Background: an optimization exercise with open tools, aiming at small area. Do not read the settings as production practice. Function was checked by simulation only, so behaviour that the tests miss may differ from the original. The flow treats the clock pin as an ideal source. Dropping or thinning the clock tree relies on that and would not hold on a real chip. Power is estimated from default activity; no workload was simulated.

== run 1 ==
Design DE1_SoC, start of the top module:
module DE1_SoC(HEX0, HEX1, HEX2, HEX3, HEX4, HEX5, KEY, SW, GPIO_1, CLOCK_50);
For scale: ~0.0052 mm2 of cells after synthesis.
export LEC_CHECK = 0
export CAP_MARGIN = 20
export CORE_MARGIN = 2
export CORE_UTILIZATION = 70
export SLEW_MARGIN = 20
create_clock -name core_clock -period 6.5 [get_ports {CLOCK_50}]
run.sh (not shown) runs the stock make flow with config.mk's settings and CLKGATE_MAP_FILE= SYNTH_SCRIPT=/design/flow/synth_recipe.tcl, a recipe that flattens the netlist after the stock synthesis.
Run 1 did not stop at any stage, and its layout met the timing, design-rule and antenna checks.
Edits applied to the flow inputs when going from run 1 to run 2:
==> flow/flow/run.sh (new file) <==
#!/bin/bash
set -euo pipefail
export BUFFER_PORTS_ARGS="-buffer_cell sky130_fd_sc_hd__buf_1"
export CTS_ARGS="-sink_clustering_enable -repair_clock_nets -sink_clustering_size 100 -sink_clustering_max_diameter 1000 -buf_list {sky130_fd_sc_hd__clkbuf_16}"
bash standard.sh > standard.log 2>&1
==> flow/standard.sh (new file) <==
#!/bin/bash
# synth_recipe.tcl (not shown) runs the flow's synth.tcl, then flattens the netlist and writes it again
# the make line also repeats each setting of config.mk as NAME=value (left out here)
make -C /OpenROAD-flow-scripts/flow DESIGN_CONFIG=/design/flow/config.mk WORK_HOME=/design/flow/orfs CLKGATE_MAP_FILE= SYNTH_SCRIPT=/design/flow/synth_recipe.tcl "${@:-finish}"
removed: flow/run.sh
--- outcome ---
Summary of run 2 over run 1: multi-input combinational gate total stayed essentially flat; total power rose by 10%; register-to-register slack stayed essentially flat.
Sort run 2 and run 1 by critical path depth desc -> top: run 2
Relative to run 2, the following input files were edited for run 3:
==> flow/flow/run.sh <==
#!/bin/bash
# The standard layout, with each port buffered by the smallest buffer cell and
# the clock sinks clustered into large groups.
set -euo pipefail
export BUFFER_PORTS_ARGS="-buffer_cell sky130_fd_sc_hd__buf_1"
export CTS_ARGS="-sink_clustering_enable -repair_clock_nets -sink_clustering_size 50 -sink_clustering_max_diameter 300"
bash standard.sh > standard.log 2>&1
Notes after the runs:
Going from run 2 to run 3, number of filler instances in the final layout grows by 24. Compared with run 2, overall power in run 3 decreased by more than 10%. Run 3 vs. run 2: share of power burned in the clock network fell 6.5 points; met2 wirelength from detailed routing down 1.8%; post-detailed-placement half-perimeter wirelength held.
Modified inputs, run 4 compared to run 3
Settings: an added CTS_BUF_LIST of sky130_fd_sc_hd__clkbuf_4 sky130_fd_sc_hd__clkbuf_8; an added CTS_CLUSTER_SIZE of 40.
==> flow/run.sh (new file) <==
#!/bin/bash
# synth_recipe.tcl (not shown) runs the flow's synth.tcl, then flattens the netlist and writes it again
# the make line also repeats each setting of config.mk as NAME=value (left out here)
make -C /OpenROAD-flow-scripts/flow DESIGN_CONFIG=/design/flow/config.mk WORK_HOME=/design/flow/orfs CLKGATE_MAP_FILE= SYNTH_SCRIPT=/design/flow/synth_recipe.tcl finish
removed: flow/flow/run.sh
removed: flow/standard.sh
### Flow results
Measured against each other, run 3 and run 4 differ in worst-case setup margin in the final layout, the higher figure coming from run 3.
Overall power was lower in run 3 than in run 4.
Worst relative slew slack ends up higher on run 3.
Run 4 vs run 3: met3 wire length down in run 4
Higher total length of routed met2 wires goes to run 4 over run 3.
| count of inserted tapcells | run 4 vs run 3 | ≈ equal |
Setup changes, run 4 to run 5
Settings: removing CTS_BUF_LIST (formerly sky130_fd_sc_hd__clkbuf_4 sky130_fd_sc_hd__clkbuf_8); removing CTS_CLUSTER_SIZE (formerly 40).
==> flow/flow/run.sh (new file) <==
#!/bin/bash
# The standard layout, with each port buffered by the smallest buffer cell.
set -euo pipefail
export BUFFER_PORTS_ARGS="-buffer_cell sky130_fd_sc_hd__buf_1"
bash standard.sh > standard.log 2>&1
==> flow/standard.sh (new file) <==
#!/bin/bash
# synth_recipe.tcl (not shown) runs the flow's synth.tcl, then flattens the netlist and writes it again
# the make line also repeats each setting of config.mk as NAME=value (left out here)
make -C /OpenROAD-flow-scripts/flow DESIGN_CONFIG=/design/flow/config.mk WORK_HOME=/design/flow/orfs CLKGATE_MAP_FILE= SYNTH_SCRIPT=/design/flow/synth_recipe.tcl "${@:-finish}"
removed: flow/run.sh
Results
Run 5 finished every step from synthesis to the final layout, and the layout passed the timing, design-rule and antenna checks.
Comparing the two runs side by side, run 5 comes out ahead of run 4 on clock period minus final worst setup slack.
Wire length of the first global-routing pass delta (run 5 − run 4): favourable
Summary — critical path arrival, run 5 relative to run 4: lower, by 0.48 ns.


DE1_SoC, a different RTL version from the one above (not shown whole).
Size: ~510 cells after synthesis, roughly 93 I/O pins, about 4300 µm² of cells after synthesis.
Settings: LEC_CHECK=0, CAP_MARGIN=20, CORE_MARGIN=2, CORE_UTILIZATION=70, SLEW_MARGIN=20; clock period 6.5 ns.
standard.sh (not shown) runs the stock make flow with config.mk's settings and CLKGATE_MAP_FILE= SYNTH_SCRIPT=/design/flow/synth_recipe.tcl, a recipe that flattens the netlist after the stock synthesis.
==> flow/flow/run.sh <==
#!/bin/bash
# The standard layout (standard.sh), with these changes:
#  - synthesis uses flow/synth.tcl: no adder extraction, and ABC maps with
#    flow/deep.abc (&deepsyn) for each seed in FLOW_ABC_SEEDS, keeping the
#    smallest netlist (registers are the standard synthesis's);
#  - each port is buffered with the smallest buffer cell;
#  - one tie cell drives all constant outputs;
#  - the clock tree is flow/cts.tcl: the clock port drives MY_NBUF buffers,
#    each driving one cluster of the registers.
set -euo pipefail
here=$(pwd)
export FLOW_ABC_SCRIPT=$here/flow/deep.abc
export FLOW_ABC_SEEDS="0 1 2 3 4 5"
export BUFFER_PORTS_ARGS="-buffer_cell sky130_fd_sc_hd__buf_1"
export SKIP_REPAIR_TIE_FANOUT=1
export MY_CLKBUF=sky130_fd_sc_hd__clkbuf_16
export MY_NBUF=4
sed "s#SYNTH_SCRIPT=[^ ]*#SYNTH_SCRIPT=$here/flow/synth.tcl#" standard.sh > own_standard.sh
bash own_standard.sh place > standard_place.log 2>&1
bash own_standard.sh run RUN_SCRIPT=$here/flow/cts.tcl > cts.log 2>&1
bash own_standard.sh > standard.log 2>&1
==> flow/flow/cts.tcl <==
# Clock tree of NBUF buffers of type MY_CLKBUF, each driving one cluster of the
# clock sinks (k-means on the sink locations, with clusters of equal size),
# all driven by the clock port.
source $::env(SCRIPTS_DIR)/load.tcl
erase_non_stage_variables cts
load_design 3_place.odb 3_place.sdc
set_dont_use $::env(DONT_USE_CELLS)
set block [ord::get_db_block]
set clk [$block findNet CLOCK_50]
$clk setSigType CLOCK
set k $::env(MY_NBUF)
set sinks {}
foreach it [$clk getITerms] {
  set bb [[$it getInst] getBBox]
  lappend sinks [list $it [expr {([$bb xMin] + [$bb xMax]) / 2.0}] [expr {([$bb yMin] + [$bb yMax]) / 2.0}]]
}
# k-means, seeded by sinks spread along the list sorted by x
set sorted [lsort -real -index 1 $sinks]
set n [llength $sorted]
set cent {}
for {set i 0} {$i < $k} {incr i} {
  set s [lindex $sorted [expr {int(($i + 0.5) * $n / $k)}]]
  lappend cent [list [lindex $s 1] [lindex $s 2]]
}
set cap [expr {($n + $k - 1) / $k}]
for {set iter 0} {$iter < 30} {incr iter} {
  # balanced assignment: closest (sink, cluster) pairs first, at most cap sinks per cluster
  set pairs {}
  set si 0
  foreach s $sinks {
    for {set i 0} {$i < $k} {incr i} {
      set c [lindex $cent $i]
      lappend pairs [list [expr {pow([lindex $s 1] - [lindex $c 0], 2) + pow([lindex $s 2] - [lindex $c 1], 2)}] $si $i]
    }
    incr si
  }
  set assign [lrepeat $n -1]
  set fill [lrepeat $k 0]
  foreach p [lsort -real -index 0 $pairs] {
    lassign $p d si i
    if {[lindex $assign $si] >= 0 || [lindex $fill $i] >= $cap} continue
    lset assign $si $i
    lset fill $i [expr {[lindex $fill $i] + 1}]
  }
  set newc {}
  for {set i 0} {$i < $k} {incr i} {
    set sx 0; set sy 0; set m 0
    foreach s $sinks a $assign { if {$a == $i} { set sx [expr {$sx + [lindex $s 1]}]; set sy [expr {$sy + [lindex $s 2]}]; incr m } }
    if {$m > 0} { lappend newc [list [expr {$sx / $m}] [expr {$sy / $m}]] } else { lappend newc [lindex $cent $i] }
  }
  set cent $newc
}
set master [[ord::get_db] findMaster $::env(MY_CLKBUF)]
for {set i 0} {$i < $k} {incr i} {
  set buf [odb::dbInst_create $block $master clkbuf_$i]
  set net [odb::dbNet_create $block clknet_$i]
  $net setSigType CLOCK
  set m 0
  foreach s $sinks a $assign { if {$a == $i} { set it [lindex $s 0]; $it disconnect; $it connect $net; incr m } }
  [$buf findITerm A] connect $clk
  [$buf findITerm X] connect $net
  set c [lindex $cent $i]
  $buf setLocation [expr {int([lindex $c 0])}] [expr {int([lindex $c 1])}]
  $buf setPlacementStatus PLACED
  puts "clock buffer $i drives $m sinks"
}
detailed_placement
set_propagated_clock [all_clocks]
estimate_parasitics -placement
report_clock_skew
orfs_write_db $::env(RESULTS_DIR)/4_1_cts.odb
orfs_write_sdc $::env(RESULTS_DIR)/4_cts.sdc
Other scripts of this flow, unchanged in this note and not shown: flow/flow/deep.abc, flow/flow/synth.tcl
The starting point completed with no timing, DRC or antenna violations.
Then changed:
--- a/flow/flow/run.sh
+++ b/flow/flow/run.sh
@@ -13 +13 @@
-export FLOW_ABC_SEEDS="0 1 2 3 4 5"
+export FLOW_ABC_SEEDS="0 1 2 3"
--- a/flow/flow/cts.tcl
+++ b/flow/flow/cts.tcl
@@ -2,2 +2 @@
-# clock sinks (k-means on the sink locations, with clusters of equal size),
-# all driven by the clock port.
+# clock sinks (k-means on the sink locations), all driven by the clock port.
@@ -25,5 +24,2 @@
-set cap [expr {($n + $k - 1) / $k}]
-for {set iter 0} {$iter < 30} {incr iter} {
-  # balanced assignment: closest (sink, cluster) pairs first, at most cap sinks per cluster
-  set pairs {}
-  set si 0
+for {set iter 0} {$iter < 50} {incr iter} {
+  set assign {}
@@ -30,0 +27 @@
+    set best 0; set bd 1e30
@@ -33 +30,2 @@
-      lappend pairs [list [expr {pow([lindex $s 1] - [lindex $c 0], 2) + pow([lindex $s 2] - [lindex $c 1], 2)}] $si $i]
+      set d [expr {pow([lindex $s 1] - [lindex $c 0], 2) + pow([lindex $s 2] - [lindex $c 1], 2)}]
+      if {$d < $bd} { set bd $d; set best $i }
@@ -35,9 +33 @@
-    incr si
-  }
-  set assign [lrepeat $n -1]
-  set fill [lrepeat $k 0]
-  foreach p [lsort -real -index 0 $pairs] {
-    lassign $p d si i
-    if {[lindex $assign $si] >= 0 || [lindex $fill $i] >= $cap} continue
-    lset assign $si $i
-    lset fill $i [expr {[lindex $fill $i] + 1}]
+    lappend assign $best
After rerunning: Core utilization stays the same; total power hardly moves; final cell count does not change; sequential power stays flat; final area stays the same; global-route usage falls by 0.27 points; register-to-register slack is better by 0.03 ns; wire length falls by 1.0%; combinational power hardly moves; worst hold slack stays flat.
Then changed:
--- a/flow/flow/cts.tcl
+++ b/flow/flow/cts.tcl
@@ -2 +2,2 @@
-# clock sinks (k-means on the sink locations), all driven by the clock port.
+# clock sinks (k-means on the sink locations, with clusters of equal size),
+# all driven by the clock port.
@@ -24,2 +25,5 @@
-for {set iter 0} {$iter < 50} {incr iter} {
-  set assign {}
+set cap [expr {($n + $k - 1) / $k}]
+for {set iter 0} {$iter < 30} {incr iter} {
+  # balanced assignment: closest (sink, cluster) pairs first, at most cap sinks per cluster
+  set pairs {}
+  set si 0
@@ -27 +30,0 @@
-    set best 0; set bd 1e30
@@ -30,2 +33 @@
-      set d [expr {pow([lindex $s 1] - [lindex $c 0], 2) + pow([lindex $s 2] - [lindex $c 1], 2)}]
-      if {$d < $bd} { set bd $d; set best $i }
+      lappend pairs [list [expr {pow([lindex $s 1] - [lindex $c 0], 2) + pow([lindex $s 2] - [lindex $c 1], 2)}] $si $i]
@@ -33 +35,9 @@
-    lappend assign $best
+    incr si
+  }
+  set assign [lrepeat $n -1]
+  set fill [lrepeat $k 0]
+  foreach p [lsort -real -index 0 $pairs] {
+    lassign $p d si i
+    if {[lindex $assign $si] >= 0 || [lindex $fill $i] >= $cap} continue
+    lset assign $si $i
+    lset fill $i [expr {[lindex $fill $i] + 1}]
--- a/flow/config.mk
+++ b/flow/config.mk
@@ -10 +10 @@
-export CORE_UTILIZATION = 70
+export CORE_UTILIZATION = 80
Result: First-iteration DRC count climbs by well over a third. Wire length climbs by roughly a tenth. Power climbs slightly. Critical path depth does not change. Worst hold slack hardly moves. Synthesized area does not change. Via count climbs by a few percent. Flip-flop and latch count stays the same. Worst setup slack improves by 0.30 ns. Maximum frequency climbs by a few percent. Final area is about the same.
Then changed:
--- a/flow/flow/run.sh
+++ b/flow/flow/run.sh
@@ -17 +17 @@
-export MY_NBUF=4
+export MY_NBUF=3
--- a/flow/config.mk
+++ b/flow/config.mk
@@ -10 +10 @@
-export CORE_UTILIZATION = 80
+export CORE_UTILIZATION = 70
The new run completed without violations.
Final area decreases by 0.60%.
Via count decreases by 4.7%.
Total power falls by 3.1%.
Utilization goes down by 12 points.
Global-route usage decreases by 7.8 points.
Sequential cell count does not change.
Then changed:
--- a/flow/flow/run.sh
+++ b/flow/flow/run.sh
@@ -17 +17 @@
-export MY_NBUF=3
+export MY_NBUF=4
=> Clock skew decreases by 0.0063 ns. Fmax decreases by 1.0%. Wire length increases by 1.8%. Final area increases by 0.55%. Die area stays the same. Combinational power hardly moves. First-iteration DRC count increases by 21%. Setup slack gets worse by 0.055 ns. Sequential cell count stays the same.
No run of this note takes its clock network from TritonCTS; it comes from the design's own scripts or RTL.

-- separate check: timing with driven ports --
In the flow no input, the clock included, has a driving cell. The finished layouts below were timed again as built, in two steps.
Step 1, drivers: a clkbuf_16 drives CLOCK_50 and a buf_2 each remaining input, both assumed.
Step 2, shift: input delay + t, output delay - t, t = (earliest + latest rising clock arrival at the registers) / 2. This alone moves slack from input paths to output paths.
a / b / c = ideal ports / drivers / drivers and shift; a / b = the first two.
| run | t (ns) | setup WS [ns] | hold WS [ns] | worst setup path after step 2 | slew at the worst register clock pin (ns) |
|---|---|---|---|---|---|
| run 1 | 0.390 | 2.013 / 1.981 / 2.335 | 0.365 / 0.365 / 0.365 | input to output | 0.09 / 0.09 |
| run 2 | 0.379 | 2.524 / 2.486 / 2.865 | 0.367 / 0.367 / 0.367 | register to output | 0.07 / 0.07 |
| run 3 | 0.391 | 2.494 / 2.460 / 2.850 | 0.374 / 0.374 / 0.374 | register to output | 0.10 / 0.10 |
| run 4 | 0.390 | 2.013 / 1.981 / 2.335 | 0.365 / 0.365 / 0.365 | input to output | 0.09 / 0.09 |
| run 5 | 0.391 | 2.494 / 2.460 / 2.850 | 0.374 / 0.374 / 0.374 | register to output | 0.10 / 0.10 |
| the first run of note 2 | 0.228 | 1.162 / 1.085 / 1.313 | 0.367 / 0.367 / 0.367 | register to output | 0.09 / 0.09 |
| the second run of note 2 | 0.222 | 1.152 / 1.080 / 1.302 | 0.368 / 0.368 / 0.368 | register to output | 0.11 / 0.11 |
| the third run of note 2 | 0.227 | 1.455 / 1.380 / 1.607 | 0.368 / 0.368 / 0.368 | register to output | 0.09 / 0.09 |
| the fourth run of note 2 | 0.233 | 1.217 / 1.154 / 1.387 | 0.370 / 0.370 / 0.370 | register to output | 0.12 / 0.12 |
| the fifth run of note 2 | 0.228 | 1.162 / 1.085 / 1.313 | 0.367 / 0.367 / 0.367 | register to output | 0.09 / 0.09 |
After both steps every run listed still meets setup and hold.
